Background: an optimization exercise with open tools, aiming at small area, a short achievable clock period and few clock cycles per item. Do not read the settings as production practice.
Only simulation tests tie the RTL to the original design; equivalence was not proved.

==> design/flow/design.v <==
`default_nettype none
module chacha20(input wire clock,
                input wire reset,  
                input wire start,
                input  wire [255:0] key,
                input  wire [63:0] index,  
                input  wire [63:0] nonce,
                output reg done,
                output wire [511:0] out);
    function automatic [31:0] LE32(input [31:0] a);
        LE32 = {a[7:0], a[15:8], a[23:16], a[31:24]};
    endfunction
function automatic [31:0] ADD(input [31:0] a, input [31:0] b);
    reg [31:0] p, g, pp, gg, c;
    begin
    p = a ^ b; g = a & b; pp = p; gg = g;
    gg[31] = gg[31] | (pp[31] & gg[30]); pp[31] = pp[31] & pp[30];
    gg[29] = gg[29] | (pp[29] & gg[28]); pp[29] = pp[29] & pp[28];
    gg[27] = gg[27] | (pp[27] & gg[26]); pp[27] = pp[27] & pp[26];
    gg[25] = gg[25] | (pp[25] & gg[24]); pp[25] = pp[25] & pp[24];
    gg[23] = gg[23] | (pp[23] & gg[22]); pp[23] = pp[23] & pp[22];
    gg[21] = gg[21] | (pp[21] & gg[20]); pp[21] = pp[21] & pp[20];
    gg[19] = gg[19] | (pp[19] & gg[18]); pp[19] = pp[19] & pp[18];
    gg[17] = gg[17] | (pp[17] & gg[16]); pp[17] = pp[17] & pp[16];
    gg[15] = gg[15] | (pp[15] & gg[14]); pp[15] = pp[15] & pp[14];
    gg[13] = gg[13] | (pp[13] & gg[12]); pp[13] = pp[13] & pp[12];
    gg[11] = gg[11] | (pp[11] & gg[10]); pp[11] = pp[11] & pp[10];
    gg[9] = gg[9] | (pp[9] & gg[8]); pp[9] = pp[9] & pp[8];
    gg[7] = gg[7] | (pp[7] & gg[6]); pp[7] = pp[7] & pp[6];
    gg[5] = gg[5] | (pp[5] & gg[4]); pp[5] = pp[5] & pp[4];
    gg[3] = gg[3] | (pp[3] & gg[2]); pp[3] = pp[3] & pp[2];
    gg[1] = gg[1] | (pp[1] & gg[0]); pp[1] = pp[1] & pp[0];
    gg[31] = gg[31] | (pp[31] & gg[29]); pp[31] = pp[31] & pp[29];
    gg[30] = gg[30] | (pp[30] & gg[29]); pp[30] = pp[30] & pp[29];
    gg[27] = gg[27] | (pp[27] & gg[25]); pp[27] = pp[27] & pp[25];
    gg[26] = gg[26] | (pp[26] & gg[25]); pp[26] = pp[26] & pp[25];
    gg[23] = gg[23] | (pp[23] & gg[21]); pp[23] = pp[23] & pp[21];
    gg[22] = gg[22] | (pp[22] & gg[21]); pp[22] = pp[22] & pp[21];
    gg[19] = gg[19] | (pp[19] & gg[17]); pp[19] = pp[19] & pp[17];
    gg[18] = gg[18] | (pp[18] & gg[17]); pp[18] = pp[18] & pp[17];
    gg[15] = gg[15] | (pp[15] & gg[13]); pp[15] = pp[15] & pp[13];
    gg[14] = gg[14] | (pp[14] & gg[13]); pp[14] = pp[14] & pp[13];
    gg[11] = gg[11] | (pp[11] & gg[9]); pp[11] = pp[11] & pp[9];
    gg[10] = gg[10] | (pp[10] & gg[9]); pp[10] = pp[10] & pp[9];
    gg[7] = gg[7] | (pp[7] & gg[5]); pp[7] = pp[7] & pp[5];
    gg[6] = gg[6] | (pp[6] & gg[5]); pp[6] = pp[6] & pp[5];
    gg[3] = gg[3] | (pp[3] & gg[1]); pp[3] = pp[3] & pp[1];
    gg[2] = gg[2] | (pp[2] & gg[1]); pp[2] = pp[2] & pp[1];
    gg[31] = gg[31] | (pp[31] & gg[27]); pp[31] = pp[31] & pp[27];
    gg[30] = gg[30] | (pp[30] & gg[27]); pp[30] = pp[30] & pp[27];
    gg[29] = gg[29] | (pp[29] & gg[27]); pp[29] = pp[29] & pp[27];
    gg[28] = gg[28] | (pp[28] & gg[27]); pp[28] = pp[28] & pp[27];
    gg[23] = gg[23] | (pp[23] & gg[19]); pp[23] = pp[23] & pp[19];
    gg[22] = gg[22] | (pp[22] & gg[19]); pp[22] = pp[22] & pp[19];
    gg[21] = gg[21] | (pp[21] & gg[19]); pp[21] = pp[21] & pp[19];
    gg[20] = gg[20] | (pp[20] & gg[19]); pp[20] = pp[20] & pp[19];
    gg[15] = gg[15] | (pp[15] & gg[11]); pp[15] = pp[15] & pp[11];
    gg[14] = gg[14] | (pp[14] & gg[11]); pp[14] = pp[14] & pp[11];
    gg[13] = gg[13] | (pp[13] & gg[11]); pp[13] = pp[13] & pp[11];
    gg[12] = gg[12] | (pp[12] & gg[11]); pp[12] = pp[12] & pp[11];
    gg[7] = gg[7] | (pp[7] & gg[3]); pp[7] = pp[7] & pp[3];
    gg[6] = gg[6] | (pp[6] & gg[3]); pp[6] = pp[6] & pp[3];
    gg[5] = gg[5] | (pp[5] & gg[3]); pp[5] = pp[5] & pp[3];
    gg[4] = gg[4] | (pp[4] & gg[3]); pp[4] = pp[4] & pp[3];
    gg[31] = gg[31] | (pp[31] & gg[23]); pp[31] = pp[31] & pp[23];
    gg[30] = gg[30] | (pp[30] & gg[23]); pp[30] = pp[30] & pp[23];
    gg[29] = gg[29] | (pp[29] & gg[23]); pp[29] = pp[29] & pp[23];
    gg[28] = gg[28] | (pp[28] & gg[23]); pp[28] = pp[28] & pp[23];
    gg[27] = gg[27] | (pp[27] & gg[23]); pp[27] = pp[27] & pp[23];
    gg[26] = gg[26] | (pp[26] & gg[23]); pp[26] = pp[26] & pp[23];
    gg[25] = gg[25] | (pp[25] & gg[23]); pp[25] = pp[25] & pp[23];
    gg[24] = gg[24] | (pp[24] & gg[23]); pp[24] = pp[24] & pp[23];
    gg[15] = gg[15] | (pp[15] & gg[7]); pp[15] = pp[15] & pp[7];
    gg[14] = gg[14] | (pp[14] & gg[7]); pp[14] = pp[14] & pp[7];
    gg[13] = gg[13] | (pp[13] & gg[7]); pp[13] = pp[13] & pp[7];
    gg[12] = gg[12] | (pp[12] & gg[7]); pp[12] = pp[12] & pp[7];
    gg[11] = gg[11] | (pp[11] & gg[7]); pp[11] = pp[11] & pp[7];
    gg[10] = gg[10] | (pp[10] & gg[7]); pp[10] = pp[10] & pp[7];
    gg[9] = gg[9] | (pp[9] & gg[7]); pp[9] = pp[9] & pp[7];
    gg[8] = gg[8] | (pp[8] & gg[7]); pp[8] = pp[8] & pp[7];
    gg[31] = gg[31] | (pp[31] & gg[15]); pp[31] = pp[31] & pp[15];
    gg[30] = gg[30] | (pp[30] & gg[15]); pp[30] = pp[30] & pp[15];
    gg[29] = gg[29] | (pp[29] & gg[15]); pp[29] = pp[29] & pp[15];
    gg[28] = gg[28] | (pp[28] & gg[15]); pp[28] = pp[28] & pp[15];
    gg[27] = gg[27] | (pp[27] & gg[15]); pp[27] = pp[27] & pp[15];
    gg[26] = gg[26] | (pp[26] & gg[15]); pp[26] = pp[26] & pp[15];
    gg[25] = gg[25] | (pp[25] & gg[15]); pp[25] = pp[25] & pp[15];
    gg[24] = gg[24] | (pp[24] & gg[15]); pp[24] = pp[24] & pp[15];
    gg[23] = gg[23] | (pp[23] & gg[15]); pp[23] = pp[23] & pp[15];
    gg[22] = gg[22] | (pp[22] & gg[15]); pp[22] = pp[22] & pp[15];
    gg[21] = gg[21] | (pp[21] & gg[15]); pp[21] = pp[21] & pp[15];
    gg[20] = gg[20] | (pp[20] & gg[15]); pp[20] = pp[20] & pp[15];
    gg[19] = gg[19] | (pp[19] & gg[15]); pp[19] = pp[19] & pp[15];
    gg[18] = gg[18] | (pp[18] & gg[15]); pp[18] = pp[18] & pp[15];
    gg[17] = gg[17] | (pp[17] & gg[15]); pp[17] = pp[17] & pp[15];
    gg[16] = gg[16] | (pp[16] & gg[15]); pp[16] = pp[16] & pp[15];
    c = {gg[30:0], 1'b0};
    ADD = p ^ c;
    end
endfunction
    localparam CONST = 128'h657870616e642033322d62797465206b;
    wire [511:0] init = {CONST, key, LE32(index[31:0]), LE32(index[63:32]), nonce};
    reg [4:0] i;  
    reg [31:0] y [0:15];  
    wire [31:0] xi [0:15];
    wire [31:0] h [0:15];
    wire ld = start;
    wire fa = i == 5'd19;
    genvar j;
    generate for (j = 0; j < 16; j = j + 1) begin: g_init
        assign xi[j] = LE32(init[511 - 32*j -: 32]);
    end endgenerate
    generate for (j = 0; j < 4; j = j + 1) begin: g_h2
        wire [31:0] a2 = ADD(y[j], y[4+j]);
        wire [31:0] t2 = y[12+j] ^ a2;
        wire [31:0] d2 = {t2[23:0], t2[31:24]};
        wire [31:0] c2 = ADD(y[8+j], d2);
        wire [31:0] t3 = y[4+j] ^ c2;
        wire [31:0] b2 = {t3[24:0], t3[31:25]};
        assign h[     (4-j)%4] = a2;
        assign h[4 +  (5-j)%4] = b2;
        assign h[8 +  (6-j)%4] = c2;
        assign h[12 + (7-j)%4] = d2;
    end endgenerate
    generate for (j = 0; j < 4; j = j + 1) begin: g_h1
        wire [31:0] ai = ld ? xi[j]    : h[j];
        wire [31:0] bi = ld ? xi[4+j]  : fa ? xi[j] : h[4+j];
        wire [31:0] ci = ld ? xi[8+j]  : h[8+j];
        wire [31:0] di = ld ? xi[12+j] : h[12+j];
        wire [31:0] s1 = ADD(ai, bi);
        wire [31:0] t0 = di ^ s1;
        wire [31:0] d1 = {t0[15:0], t0[31:16]};
        wire [31:0] s2 = ADD(ci, (fa ? xi[8+j] : d1));
        wire [31:0] t1 = bi ^ s2;
        wire [31:0] b1 = {t1[19:0], t1[31:20]};
        wire [31:0] fb = ADD(h[4+j], xi[4+j]);
        wire [31:0] fd = ADD(h[12+j], xi[12+j]);
        always @(posedge clock) begin
            y[j]    <= s1;
            y[4+j]  <= fa ? fb : b1;
            y[8+j]  <= s2;
            y[12+j] <= fa ? fd : d1;
        end
    end endgenerate
    always @(posedge clock) begin
        if (i != 5'd20) i <= i + 5'd1;
        if (start) i <= 5'd0;
        done <= fa;
        if (reset) begin
            i <= 5'd20;
            done <= 1'b0;
        end
    end
    generate for (j = 0; j < 16; j = j + 1) begin: g_out
        assign out[511 - 32*j -: 32] = LE32(y[j]);
    end endgenerate
endmodule
==> design/flow/flow/run.sh <==
#!/bin/bash
# The standard layout, with three changes: the port buffers are the smallest
# buffer cell; after global placement each output port's buffer is moved next
# to the flip-flop that drives it, so the long wire to the pin hangs on the
# buffer and not on the flip-flop; and the clock tree has no dummy loads.
set -euo pipefail
export BUFFER_PORTS_ARGS="-buffer_cell sky130_fd_sc_hd__buf_1"
export CTS_ARGS="-sink_clustering_enable -repair_clock_nets -sink_clustering_size 30 -sink_clustering_max_diameter 80 -dont_use_dummy_load"
R=orfs/results/$FLOW_PLATFORM/chacha20/base
bash standard.sh "$PWD/$R/3_3_place_gp.odb" > standard_flow_place.log 2>&1
openroad -no_init -exit flow/move_obufs.tcl > move_obufs.log 2>&1
bash standard.sh > standard_flow.log 2>&1
==> design/flow/flow/move_obufs.tcl <==
# Move each output port buffer onto the flip-flop that drives it; detailed
# placement legalizes the positions later.
set odb orfs/results/$::env(FLOW_PLATFORM)/chacha20/base/3_3_place_gp.odb
read_db $odb
set block [ord::get_db_block]
set moved 0
foreach inst [$block getInsts] {
  if {![string match "output*" [$inst getName]]} continue
  set a [$inst findITerm A]
  if {$a eq "NULL"} continue
  set net [$a getNet]
  set drv ""
  foreach it [$net getITerms] { if {[$it isOutputSignal]} { set drv [$it getInst] } }
  if {$drv eq ""} continue
  lassign [$drv getLocation] x y
  $inst setLocation $x $y
  incr moved
}
puts "moved $moved output buffers"
write_db $odb
==> design/flow/standard.sh <==
#!/bin/bash
# synth_recipe.tcl (not shown) runs the flow's synth.tcl, then flattens the netlist and writes it again
# the make line also repeats each setting of config.mk as NAME=value (left out here)
make -C /OpenROAD-flow-scripts/flow DESIGN_CONFIG=/design/flow/config.mk WORK_HOME=/design/flow/orfs CLKGATE_MAP_FILE= SYNTH_SCRIPT=/design/flow/synth_recipe.tcl "${@:-finish}"
==> design/flow/config.mk <==
export PLATFORM = sky130hd
export DESIGN_NAME = chacha20
export DESIGN_NICKNAME = chacha20
export VERILOG_FILES = /design/flow/design.v
export SDC_FILE = /design/flow/constraint.sdc
export NUM_CORES = 8
export LEC_CHECK = 0
export CAP_MARGIN = 15
export CORE_MARGIN = 2
export CORE_UTILIZATION = 35
export GPL_ROUTABILITY_DRIVEN = 0
export SETUP_SLACK_MARGIN = 2.5
export SLEW_MARGIN = 15
==> design/flow/constraint.sdc <==
create_clock -name core_clock -period 14.0 [get_ports {clock}]
set_input_delay 2.8000 -clock core_clock [delete_from_list [all_inputs] [get_ports {clock}]]
set_output_delay 2.8000 -clock core_clock [all_outputs]
set_load 0.01 [all_outputs]
==> run notes <==
-- cells by family after synthesis --
family	count (synthesis)	share of synthesized area
DFF	518	0.1953
muxes	199	0.03861
AOI/OAI and AO/OA	1602	0.2006
adders and majority gates	842	0.2154
xor gates and xnor gates	1078	0.1850
buffers and inverters	472	0.03342
and+or+nand+nor	1543	0.1316
-- tightest hold or removal path: stages (launching register included) --
cell	delay [ns]
dfxtp_1	0.33
xnor2_1	0.12
a21o_1	0.10
-- how the worst max path moves through the flow --
stage	startpoint	slack [ns]	to	depth (start not counted)
6_report	y[5][0]$_DFF_P_	2.08	y[4][11]$_DFF_P_	54
5_1_grt	y[5][0]$_DFF_P_	1.76	y[4][11]$_DFF_P_	55
4_1_cts	y[5][0]$_DFF_P_	2.48	y[4][11]$_DFF_P_	50
3_5_place_dp	y[4][0]$_DFF_P_	0.22	y[5][11]$_DFF_P_	50
3_3_place_gp	y[4][1]$_DFF_P_	0.16	y[5][11]$_DFF_P_	49
2_1_floorplan	y[4][5]$_DFF_P_	3.42	y[5][11]$_DFF_P_	53
-- flip-flops by register name, indices dropped and copies added, names as in the netlist --
signal,flops
y,512
i,5
done,1
-- per-layer routing --
| layer | vias up | GRT usage |
|---|---|---|
| met1 | 27540 | 0.4681 |
| li1 | 24010 | - |
| met2 | 5280 | 0.6069 |
| met3 | 1858 | 0.2228 |
| met5 | - | 0.0003079 |
| met4 | 76 | 0.4389 |
-- synthesized netlist by cell type, drive strengths merged (10+ instances only) --
master,instances,area share
o21a,118,0.017
nor2b,61,0.0072
nand2b,59,0.0070
a21o,247,0.035
a211oi,32,0.0049
mux2,46,0.0098
o21ai,352,0.034
xnor3,17,0.0072
nand2,506,0.036
nand4,34,0.0040
a31oi,32,0.0042
o31ai,36,0.0056
and3,37,0.0044
and2,27,0.0032
nor3,94,0.0090
a21oi,425,0.040
fa,120,0.045
ha,722,0.17
dfxtp,518,0.20
clkbuf,116,0.0082
nor2,525,0.037
o211ai,25,0.0036
a31o,16,0.0026
a2111oi,15,0.0034
o21bai,49,0.0070
o211a,10,0.0019
or3,32,0.0040
o22ai,13,0.0015
a21boi,24,0.0034
xor2,476,0.079
xnor2,580,0.097
or2,56,0.0066
mux2i,153,0.029
a41oi,12,0.0023
o2111ai,11,0.0018
and4,20,0.0033
nand3,61,0.0058
inv,312,0.022
o22a,44,0.0073
buf,44,0.0032
a22o,49,0.0081
o21ba,11,0.0021
-- per-stage QoR --
step / std cells / setup WS, ns
2_1_floorplan: 6254 / 3.417
3_3_place_gp: 9063 / 0.1637
3_5_place_dp: 9063 / 0.2210
4_1_cts: 9155 / 2.480
5_1_grt: 9299 / 1.762
6_report: 9356 / 2.076
-- cell type report --
cell class              count  area share
well taps                2016     0.03909
multi-input cells        5264      0.6816
flip-flops and latches    518      0.1611
clock buffers              43     0.01668
diodes                     79    0.003064
repair buffers           1124     0.08018
inverters                 312     0.01827
-- repair_timing --
item | 4_1_cts | 5_1_grt
endpoints found under the setup margin | 196 | 150
resized for setup | 222 | 304
buffers inserted | 49 | 119
cloned | 0 | 0
pin swaps | 49 | 202
==> flow_summary.json <==
{
  "hold_viol_final": 0,
  "cp_max_fo": 6,
  "first_global_vias": 52810,
  "grt_pass1_wl_mm": 461.7,
  "fin_util": 0.4298,
  "relSlewSlack": 0.09924,
  "netlist_instances": 6254,
  "hold_slack_ns": 0.5806,
  "cp_slowest_cell": "xor2_1",
  "status": "no timing/DRC/antenna violations",
  "end_kind": "flip-flop",
  "dp_hpwl_mm": 301.3,
  "syn_area_um2": 53080,
  "cts_tree": "yes",
  "worstMarginPinSlew_ns": 1.342,
  "regToRegEndpoint": "y[4][11]$_DFF_P_",
  "layout_commonest_cell": "buf_1",
  "cts_hold_buffers": 0,
  "seqCellArea_um2": 10400,
  "start_util": 0.3536,
  "cts_buffers": 43,
  "layout_common_cells": "buf_1, ha_1, dfxtp_1",
  "critPathLaunchType": "flip-flop",
  "wl_met2_mm": 137.5,
  "drc_errors": 0,
  "core_area_um2": 150100,
  "postRouteAntennaNets": 0,
  "rows": 142,
  "routed-wl-met3_mm": 57.11,
  "yosys_warnings": 2,
  "holdPathEnd": "i[4]$_SDFFE_PP1P_",
  "hp-start": "i[4]$_SDFFE_PP1P_",
  "arrival_ns": 12.45,
  "placed_area_um2": 58860,
  "first_iter_violations": 8804,
  "synthFlopType": "dfxtp_1",
  "fillers": 14850,
  "path_class": "reg -> reg",
  "die_area_um2": 154800,
  "slew_violations": 0,
  "portBuffers": 899,
  "num_vias": 58760,
  "totalWireLength_mm": 359.8,
  "cts.path.max_buffers": 3,
  "insertion_delay_ns": 0.73,
  "final_nets": 8492,
  "area_growth_pct": 21.56,
  "regToRegSetupSlack_ns": 2.08,
  "cp_common_cell": "a21o_1",
  "async_reset_ff_frac": 0,
  "die_w_um": 393.5,
  "hold_depth": 2,
  "rsz0062_at_grt": "true",
  "synth_seq_cells": 518,
  "path_buf_inv": 6,
  "drive_gt1_frac": 0.1189,
  "yosysSeqAreaShare": 0.1953,
  "reg2reg_from": "y[5][0]$_DFF_P_",
  "vias_per_cell": 6.281,
  "synth_fp_nets": 7483,
  "io_pins": 900,
  "fin_skew_ns": 0.1166,
  "cap_violations": 0,
  "worst_r2r_path_depth": 54,
  "antenna_found_initial": 131,
  "max_stage_delay_ns": 0.65,
  "path_clk_slew_ns": 0.11,
  "fmax_mhz": 83.87,
  "drtPass1Iterations": 7,
  "synth-edff-count": 0,
  "syn-mean-instance-area_um2": 8.488,
  "die_height_um": 393.5,
  "fin_crit_sh": 0.8517,
  "cts_num_sinks": 518,
  "wl_met1_mm": 117.3,
  "finalInstanceArea_um2": 64530,
  "setup_viol": 0,
  "multi_input_area_um2": 43980,
  "grt_max_degree": 129,
  "track_usage": 0.4375,
  "hold_class": "reg -> reg",
  "cts_root_buf": "clkbuf_16",
  "cts_max_level": 2,
  "min_period_ns": 11.92,
  "required_ns": 14.52,
  "overflow": 0,
  "crit_family": "compound AO/OA/AOI/OAI gates",
  "synth_cell_type_count": 101,
  "tns_ns": 0,
  "top_layer": "met5",
  "wl_per_cell_um": 38.46
}
Testbench counts, summed over its fixed seeds: cycles 5,376, blocks 256.

what the ideal ports hide:
The flow's constraints put no driver on any port. The routed layout listed below was extracted and timed again, unchanged, in two steps.
Step 1 sets driving cells, clkbuf_16 on the clock port and buf_2 on the other inputs (assumed; they add their load-dependent delay and slew).
Step 2 moves the port delays by t, midway between the first and last clock arrival at a register: inputs arrive t later, outputs are due t later. That takes back most of the time a late clock gives input paths.
a / b / c = ideal / step 1 / step 2; a / b = the first two.
t, ns: 0.753
setup WS [ns]: 2.076 / 2.076 / 2.076
worst hold slack (ns): 0.581 / 0.581 / 0.581
worst data-port slew with drivers (ns): 0.25
After both steps this run still meets setup and hold. The setup slack of this run moves by 0.000 ns with the drivers and by 0.000 ns with both steps.
